This is an optimization exercise on Yosys and OpenROAD, whose aim is a short achievable clock period and few clock cycles, not a production implementation.
The RTL was checked by simulation tests, not by an equivalence proof against the original design.
Power and IR drop assume default switching activity.

==> flow/design.v (excerpt) <==
module CPU_Control (
    input  wire        clk,
    input  wire        rst,
    input  wire [15:0] ps2_data,
    output wire [15:0] mem_addr,
    output wire [15:0] mem_din,
    input  wire [15:0] mem_dout,
    output wire        mem_WE
);
For scale: ~2700 cells after synthesis, roughly 530 flip-flops, about 29000 µm² of cells after synthesis.
==> module CPU_Control, before the edit <==
module CPU_Control (
    input  wire        clk,
    input  wire        rst,
    input  wire [15:0] ps2_data,
    output wire [15:0] mem_addr,
    output wire [15:0] mem_din,
    input  wire [15:0] mem_dout,
    output wire        mem_WE
);
    reg  [15:0] fa;       
    reg         fq;       
    reg  [15:0] lf;       
    reg         av;       
    reg  [15:0] apc1;     
    reg  [15:0] din_r;
    reg         we_r;
    assign mem_addr = fa;
    assign mem_din  = din_r;
    assign mem_WE   = we_r;
    reg  [15:0] R [0:14];
    reg  [4:0]  flags;    
    reg         dv;
    reg  [55:0] dpd;
    reg  [15:0] dpc1;
    reg         sk_v;     
    reg  [55:0] skpd;
    reg  [15:0] skpc1;
    reg         xv;       
    reg         x_ld1;    
    reg         x_ld2;    
    reg         x_wen;    
    reg  [3:0]  x_dest;
    reg  [15:0] xa, xb;
    reg  [15:0] x_pc1;
    reg  [18:0] x_ctl;
    wire [15:0] alu_res;
    wire [4:0]  alu_flags;
    ALU uALU (
        .A(xa), .B(xb), .Cin(flags[0]), .pc1(x_pc1), .ctl(x_ctl),
        .C(alu_res), .Flags(alu_flags)
    );
    wire [55:0] apd;
    predecode uPre (.w(mem_dout), .pd(apd));
    wire [15:0] inst   = dpd[15:0];
    wire [15:0] ra_oh  = dpd[31:16];
    wire [15:0] rb_oh  = dpd[47:32];
    wire        is_bc  = dpd[48];
    wire        is_j   = dpd[49];
    wire        is_st  = dpd[50];
    wire        is_ld  = dpd[51];
    wire        is_mem = dpd[52];
    wire        is_i   = dpd[53];
    wire        d_wen  = dpd[54];
    wire        is_spc = dpd[55];
    wire [3:0]  op     = inst[15:12];
    wire [3:0]  ra     = inst[11:8];
    wire [3:0]  ext    = inst[7:4];
    wire [3:0]  rb     = inst[3:0];
    wire [7:0]  imm    = inst[7:0];
    wire        is_r   = ~is_i & ~is_bc & ~is_mem & ~is_j;
    wire [7:0]  aop    = is_r ? {op, ext} : (is_i ? {op, ra} : 8'h00);
    wire [18:0] dctl;
    aluctl uDec (.op(aop), .spc(is_spc), .ctl(dctl));
    reg  [15:0] rfa, rfb;
    integer k;
    always @(*) begin
        rfa = {16{ra_oh[15]}} & ps2_data;
        rfb = {16{rb_oh[15]}} & ps2_data;
        for (k = 0; k < 15; k = k + 1) begin
            rfa = rfa | ({16{ra_oh[k]}} & R[k]);
            rfb = rfb | ({16{rb_oh[k]}} & R[k]);
        end
    end
    wire fa_x  = xv    & x_wen & (x_dest == ra);
    wire fb_x  = xv    & x_wen & (x_dest == rb);
    wire fa_l  = x_ld2 & x_wen & (x_dest == ra);
    wire fb_l  = x_ld2 & x_wen & (x_dest == rb);
    wire [15:0] opa = fa_x ? alu_res : (fa_l ? mem_dout : rfa);
    wire [15:0] opb = fb_x ? alu_res : (fb_l ? mem_dout : rfb);
    wire [4:0] nf = xv ? alu_flags : flags;
    wire cond = (ra_oh[0]  &  nf[3])           | (ra_oh[1]  & ~nf[3])
              | (ra_oh[2]  &  nf[0])           | (ra_oh[3]  & ~nf[0])
              | (ra_oh[4]  &  nf[1])           | (ra_oh[5]  & ~nf[1])
              | (ra_oh[6]  &  nf[4])           | (ra_oh[7]  & ~nf[4])
              | (ra_oh[8]  &  nf[2])           | (ra_oh[9]  & ~nf[2])
              | (ra_oh[10] & ~nf[1] & ~nf[3])  | (ra_oh[11] & (nf[1] | nf[3]))
              | (ra_oh[12] & ~nf[4] & ~nf[3])  | (ra_oh[13] & (nf[4] | nf[3]))
              |  ra_oh[14];
    wire [15:0] btgt, seq;
    wire        btgt_co, seq_co;
    kadd uBt  (.a(dpc1), .b({{8{imm[7]}}, imm}), .ci(1'b0), .s(btgt), .co(btgt_co));
    kadd uSeq (.a(lf), .b(16'h0000), .ci(1'b1), .s(seq), .co(seq_co));
    wire d_go    = dv & ~x_ld1;                
    wire d_taken = d_go & (is_bc | is_j) & cond;
    wire d_mem   = d_go & is_mem;              
    wire d_load  = ~dv | d_go;                 
    wire [15:0] fa_nt   = d_mem ? opb : seq;   
    wire [15:0] fa_t    = is_j  ? opb : btgt;  
    wire [15:0] fa_next = d_taken ? fa_t : fa_nt;
    integer i;
    always @(posedge clk or posedge rst) begin
        if (rst) begin
            fa    <= 16'h0000;
            fq    <= 1'b1;
            lf    <= 16'h0000;
            av    <= 1'b0;
            dv    <= 1'b0;
            sk_v  <= 1'b0;
            we_r  <= 1'b0;
            din_r <= 16'h0000;
            xv    <= 1'b0;
            x_ld1 <= 1'b0;
            x_ld2 <= 1'b0;
            x_wen <= 1'b0;
            flags <= 5'b0;
            for (i = 0; i < 15; i = i + 1) R[i] <= 16'h0000;
        end else begin
            fa <= fa_next;
            if (~d_mem) lf <= d_taken ? fa_t : seq;
            fq <= ~d_mem;
            av   <= fq & ~d_taken;
            we_r <= d_go & is_st;
            din_r <= opa;
            if (d_load)
                dv <= (sk_v | av) & ~d_taken;
            sk_v <= ~d_load & av;
            xv     <= d_go & ~is_mem;
            x_ld1  <= d_go & is_ld;
            x_ld2  <= x_ld1;
            if (~x_ld1)                       
                x_wen <= d_go & d_wen;
            if (xv) flags <= alu_flags;
            if (x_ld2 & x_wen)
                R[x_dest] <= mem_dout;
            else if (xv & x_wen)
                R[x_dest] <= alu_res;
        end
    end
    always @(posedge clk) begin
        apc1  <= seq;
        if (d_load) begin
            dpd  <= sk_v ? skpd  : apd;
            dpc1 <= sk_v ? skpc1 : apc1;
        end
        if (~d_load) begin
            skpd  <= apd;
            skpc1 <= apc1;
        end
        if (~x_ld1)
            x_dest <= ra;
        xa     <= opa;
        xb     <= (is_i ? {8'h00, imm} : opb) ^ {16{dctl[1]}};    
        x_pc1  <= dpc1;
        x_ctl  <= dctl;
    end
endmodule
clock: 10.0 ns
lec_check: 0
abc_clock_period_in_ps: 2500
cap_margin: 20
core_margin: 2
core_utilization: 40
slew_margin: 20
standard.sh (not shown) runs the stock make flow with config.mk's settings and CLKGATE_MAP_FILE= SYNTH_SCRIPT=/design/flow/synth_recipe.tcl, a recipe that flattens the netlist after the stock synthesis.
==> flow/flow/run.sh <==
#!/bin/bash
# Standard ORFS layout, but with repair_timing aiming for extra setup slack
# (the clock and constraints are unchanged).
set -euo pipefail
bash standard.sh SETUP_SLACK_MARGIN=${MARGIN:-7} finish > standard_flow.log 2>&1
The baseline went through all stages and came out clean.
Testbench counts at the start, summed over its fixed seeds: cycles 18,228.
==> next run, changes <==
--- a/flow/design.v
+++ b/flow/design.v
@@ -192,22 +192,23 @@
     output wire [15:0] mem_din,
     input  wire [15:0] mem_dout,
     output wire        mem_WE
 );
     reg  [15:0] fa;       
     reg         fq;       
-    reg  [15:0] lf;       
+    reg  [15:0] pf;       
     reg         av;       
     reg  [15:0] apc1;     
     reg  [15:0] din_r;
     reg         we_r;
     assign mem_addr = fa;
     assign mem_din  = din_r;
     assign mem_WE   = we_r;
     reg  [15:0] R [0:14];
     reg  [4:0]  flags;    
+    reg  [15:0] ps2_r;    
     reg         dv;
     reg  [55:0] dpd;
     reg  [15:0] dpc1;
     reg         sk_v;     
     reg  [55:0] skpd;
     reg  [15:0] skpc1;
@@ -247,14 +248,14 @@
     wire [7:0]  aop    = is_r ? {op, ext} : (is_i ? {op, ra} : 8'h00);
     wire [18:0] dctl;
     aluctl uDec (.op(aop), .spc(is_spc), .ctl(dctl));
     reg  [15:0] rfa, rfb;
     integer k;
     always @(*) begin
-        rfa = {16{ra_oh[15]}} & ps2_data;
-        rfb = {16{rb_oh[15]}} & ps2_data;
+        rfa = {16{ra_oh[15]}} & ps2_r;
+        rfb = {16{rb_oh[15]}} & ps2_r;
         for (k = 0; k < 15; k = k + 1) begin
             rfa = rfa | ({16{ra_oh[k]}} & R[k]);
             rfb = rfb | ({16{rb_oh[k]}} & R[k]);
         end
     end
     wire fa_x  = xv    & x_wen & (x_dest == ra);
@@ -272,12 +273,13 @@
               | (ra_oh[10] & ~nf[1] & ~nf[3])  | (ra_oh[11] & (nf[1] | nf[3]))
               | (ra_oh[12] & ~nf[4] & ~nf[3])  | (ra_oh[13] & (nf[4] | nf[3]))
               |  ra_oh[14];
     wire [15:0] btgt, seq;
     wire        btgt_co, seq_co;
     kadd uBt  (.a(dpc1), .b({{8{imm[7]}}, imm}), .ci(1'b0), .s(btgt), .co(btgt_co));
+    wire [15:0] lf = fq ? fa : pf;             
     kadd uSeq (.a(lf), .b(16'h0000), .ci(1'b1), .s(seq), .co(seq_co));
     wire d_go    = dv & ~x_ld1;                
     wire d_taken = d_go & (is_bc | is_j) & cond;
     wire d_mem   = d_go & is_mem;              
     wire d_load  = ~dv | d_go;                 
     wire [15:0] fa_nt   = d_mem ? opb : seq;   
@@ -285,13 +287,13 @@
     wire [15:0] fa_next = d_taken ? fa_t : fa_nt;
     integer i;
     always @(posedge clk or posedge rst) begin
         if (rst) begin
             fa    <= 16'h0000;
             fq    <= 1'b1;
-            lf    <= 16'h0000;
+            pf    <= 16'h0000;
             av    <= 1'b0;
             dv    <= 1'b0;
             sk_v  <= 1'b0;
             we_r  <= 1'b0;
             din_r <= 16'h0000;
             xv    <= 1'b0;
@@ -299,13 +301,13 @@
             x_ld2 <= 1'b0;
             x_wen <= 1'b0;
             flags <= 5'b0;
             for (i = 0; i < 15; i = i + 1) R[i] <= 16'h0000;
         end else begin
             fa <= fa_next;
-            if (~d_mem) lf <= d_taken ? fa_t : seq;
+            pf <= lf;
             fq <= ~d_mem;
             av   <= fq & ~d_taken;
             we_r <= d_go & is_st;
             din_r <= opa;
             if (d_load)
                 dv <= (sk_v | av) & ~d_taken;
@@ -321,12 +323,13 @@
             else if (xv & x_wen)
                 R[x_dest] <= alu_res;
         end
     end
     always @(posedge clk) begin
         apc1  <= seq;
+        ps2_r <= ps2_data;
         if (d_load) begin
             dpd  <= sk_v ? skpd  : apd;
             dpc1 <= sk_v ? skpc1 : apc1;
         end
         if (~d_load) begin
             skpd  <= apd;
Result: The changed run passed the timing, design-rule and antenna checks. Synthesized cell count climbs by 11%. Maximum frequency came out lower by 1.7%. Cell count increases by about 8%. Wire length climbs by about 5.6%. Sequential cell count increases by 16. Via count rose by about 6.4%. Setup slack degrades by 66 ps. Core utilization rises by 0.67 points. Clock-buffer cell count increases by 12. Total power rises by 20%. Clock power grows by about 8%. Die area fell by 0.69%. Register-to-register slack is worse by 70 ps.
Testbench counts after the change, summed over its fixed seeds: cycles 18,228.

## what the ideal ports hide
How much do the figures lean on ideal ports? The routed layouts below were timed once more, with nothing changed but the port constraints. Step 1: set_driving_cell puts a clkbuf_16 on clk and a buf_2 on each other input, an assumption about the parent block. Step 2 adds t to the input delays and takes it off the output delays; t is the mean of the earliest and latest rising clock arrival at the registers after step 1. Input paths then give back, and output paths get back, about the clock's delay inside the block. Three values: ideal, step 1, step 2; two values: the first two.
run	t, ns	setup slack, ns	worst setup path after step 2	worst register clock-pin slew, ns	cell pins on the clock port's net
the first run	0.699	6.268 / 6.268 / 5.943	input to register	0.07 / 0.07	1
the second run	0.701	6.201 / 6.201 / 6.201	register to register	0.07 / 0.07	1
After both steps setup and hold are still met in every run listed. For the first run, which loses most, drivers alone change the setup slack by 0.000 ns; drivers and shift together by -0.325 ns.
